Context: an optimization exercise on an open-source flow, tuned for small area and a short achievable clock period. The choices shown serve that exercise and are no tape-out recipe. Only simulation tests tie the RTL to the original design; equivalence was not proved. No driver is modelled on the clock port, so clock power and skew are understated where the tree is cut down; a real chip needs a root buffer or a tree. Power is estimated from default activity; no workload was simulated.

==> flow/design.v <==
module axis_dwidth_downsizer #(
  parameter WIDTH      = 32,  
  parameter NUM_REG    =  4  
)(
    input  logic aclk,
    input  logic aresetn,
    input  logic s_axis_tvalid,
    output logic s_axis_tready,
    input  logic [WIDTH*NUM_REG-1:0] s_axis_tdata,
    input  logic s_axis_tlast,
    output logic m_axis_tvalid,
    input  logic m_axis_tready,
    output [WIDTH-1:0] m_axis_tdata,
    output m_axis_tlast
);
  localparam NH = NUM_REG - 1;
  logic [WIDTH-1:0] out_reg;
  logic [NH*WIDTH-1:0] hold_reg;
  logic [NUM_REG-1:0] sel;
  logic last_seen;    
  logic last_reg;     
  logic busy;         
  logic [NH-1:0] free;
  assign m_axis_tdata = out_reg;
  assign m_axis_tlast = last_reg;
  logic hold;
  assign hold = busy & ~m_axis_tready;
  logic [WIDTH-1:0] pick [NUM_REG];
  assign pick[0] = ({WIDTH{~busy}} & s_axis_tdata[NUM_REG*WIDTH-1 -: WIDTH]) |
                   ({WIDTH{hold}} & out_reg);
  for (genvar k = 0; k < NH; k++) begin : g_pick
    assign pick[k+1] = pick[k] |
      ({WIDTH{sel[k] & m_axis_tready}} & hold_reg[(NH-k)*WIDTH-1 -: WIDTH]);
  end
  always @(posedge aclk) begin
    for (int k = 0; k < NH; k++)
      if (free[k]) hold_reg[(NH-k)*WIDTH-1 -: WIDTH] <= s_axis_tdata[(NH-k)*WIDTH-1 -: WIDTH];
    out_reg <= pick[NH];
    last_reg <= sel[NUM_REG-2] & m_axis_tready & (last_seen | s_axis_tlast);
  end
  always @(posedge aclk) begin
    if (aresetn == 0) begin
      s_axis_tready <= 1;
      busy          <= 0;
      free          <= '1;
      m_axis_tvalid <= 0;
      sel           <= '0;
      last_seen     <= 0;
    end else begin
      last_seen <= ~sel[NUM_REG-1] & (last_seen | s_axis_tlast);
      if (s_axis_tready) begin
        sel <= {{(NUM_REG-1){1'b0}}, s_axis_tvalid};
        if (s_axis_tvalid) begin
          s_axis_tready <= 0;
          busy          <= 1;
          free          <= '0;
          m_axis_tvalid <= 1;
        end
      end else begin
        sel <= m_axis_tready ? sel << 1 : {1'b0, sel[NUM_REG-2:0]};
        if (m_axis_tready) free <= free | sel[NH-1:0];
        if (sel[NUM_REG-1]) m_axis_tvalid <= 0;
        if (!m_axis_tvalid & m_axis_tready) begin
          s_axis_tready <= 1;
          busy          <= 0;
        end
      end
    end
  end
endmodule
Settings: LEC_CHECK=0, CAP_MARGIN=20, CORE_MARGIN=2, CORE_UTILIZATION=60, SETUP_SLACK_MARGIN=2.4, SLEW_MARGIN=20; clock period 4.0 ns.
standard.sh (not shown) runs the stock make flow with config.mk's settings and CLKGATE_MAP_FILE= SYNTH_SCRIPT=/design/flow/synth_recipe.tcl, a recipe that flattens the netlist after the stock synthesis.
==> flow/flow/run.sh <==
#!/bin/bash
# The standard ORFS layout (the standard.sh) with two changes:
#  - the port buffers are the smallest plain buffer, not the cell buffer_ports picks itself;
#  - the clock tree is one level of CTS_LEAVES buffers driven by the clock port, built by
#    flow/cts_tree.tcl in place of TritonCTS (the rest of ORFS's CTS step runs as usual).
set -euo pipefail
here=$(cd "$(dirname "$0")" && pwd)
export BUFFER_PORTS_ARGS="-buffer_cell sky130_fd_sc_hd__buf_1"
export PRE_CTS_TCL="$here/cts_tree.tcl"
export CTS_LEAVES=4
export CTS_LEAF_BUF=sky130_fd_sc_hd__clkbuf_16
bash standard.sh finish > standard.log 2>&1
Other scripts of this flow, unchanged in this note and not shown: flow/flow/cts_tree.tcl
==> next run, changes <==
==> flow/design.v (replaced) <==
module axis_dwidth_downsizer #(
  parameter WIDTH      = 32,  
  parameter NUM_REG    =  4  
)(
    input  logic aclk,
    input  logic aresetn,
    input  logic s_axis_tvalid,
    output logic s_axis_tready,
    input  logic [WIDTH*NUM_REG-1:0] s_axis_tdata,
    input  logic s_axis_tlast,
    output logic m_axis_tvalid,
    input  logic m_axis_tready,
    output [WIDTH-1:0] m_axis_tdata,
    output m_axis_tlast
);
  logic [WIDTH-1:0] out_reg;
  logic [(NUM_REG-1)*WIDTH-1:0] hold_reg;
  logic [NUM_REG-1:0] sel;
  logic last_seen;    
  logic last_reg;     
  logic idle;         
  assign m_axis_tdata = out_reg;
  assign m_axis_tlast = last_reg;
  logic hold;
  assign hold = ~idle & ~m_axis_tready;
  logic [WIDTH-1:0] out_next;
  logic [WIDTH-1:0] pick [NUM_REG];
  assign pick[0] = ({WIDTH{idle}} & s_axis_tdata[NUM_REG*WIDTH-1 -: WIDTH]) |
                   ({WIDTH{hold}} & out_reg);
  for (genvar k = 0; k < NUM_REG-1; k++) begin : g_pick
    assign pick[k+1] = pick[k] |
      ({WIDTH{sel[k] & m_axis_tready}} & hold_reg[(NUM_REG-1-k)*WIDTH-1 -: WIDTH]);
  end
  assign out_next = pick[NUM_REG-1];
  always @(posedge aclk) begin
    if (idle) hold_reg <= s_axis_tdata[(NUM_REG-1)*WIDTH-1:0];
    out_reg <= out_next;
    last_reg <= sel[NUM_REG-2] & m_axis_tready & (last_seen | s_axis_tlast);
  end
  always @(posedge aclk) begin
    if (aresetn == 0) begin
      s_axis_tready <= 1;
      idle          <= 1;
      m_axis_tvalid <= 0;
      sel           <= '0;
      last_seen     <= 0;
    end else begin
      last_seen <= ~sel[NUM_REG-1] & (last_seen | s_axis_tlast);
      if (idle) begin
        sel <= {{(NUM_REG-1){1'b0}}, s_axis_tvalid};
        if (s_axis_tvalid) begin
          s_axis_tready <= 0;
          idle          <= 0;
          m_axis_tvalid <= 1;
        end
      end else begin
        sel <= m_axis_tready ? sel << 1 : {1'b0, sel[NUM_REG-2:0]};
        if (sel[NUM_REG-1]) m_axis_tvalid <= 0;
        if (!m_axis_tvalid & m_axis_tready) begin
          s_axis_tready <= 1;
          idle          <= 1;
        end
      end
    end
  end
endmodule
The changed run passed the timing, design-rule and antenna checks. Global-route usage falls by 1.1 points. Die area falls by a few percent. Cell area hardly moves. Power falls slightly. Hold slack gains 11 ps. Worst setup slack loses 36 ps.
In every run of this note, the design's own scripts or RTL, not TritonCTS, make the clock network.

-- static timing again, ports no longer ideal --
No port has a modelled driver above. Below, the same layouts with a new extraction and two added sets of constraints. Step 1, drivers: a clkbuf_16 drives aclk and a buf_2 each remaining input, both assumed. Step 2, shift: input delay + t, output delay - t, t = (earliest + latest rising clock arrival at the registers) / 2. This alone moves slack from input paths to output paths. Three values: ideal ports, drivers, drivers and shift; two values: the first two.
run | t (ns) | setup WS [ns] | slew at the worst register clock pin (ns)
the first run | 0.253 | 2.457 / 2.379 / 2.245 | 0.12 / 0.12
the second run | 0.257 | 2.421 / 2.374 / 2.117 | 0.12 / 0.12
After both steps setup and hold are still met in every run listed. For the second run, which loses most, drivers alone change the setup slack by -0.047 ns; drivers and shift together by -0.304 ns.
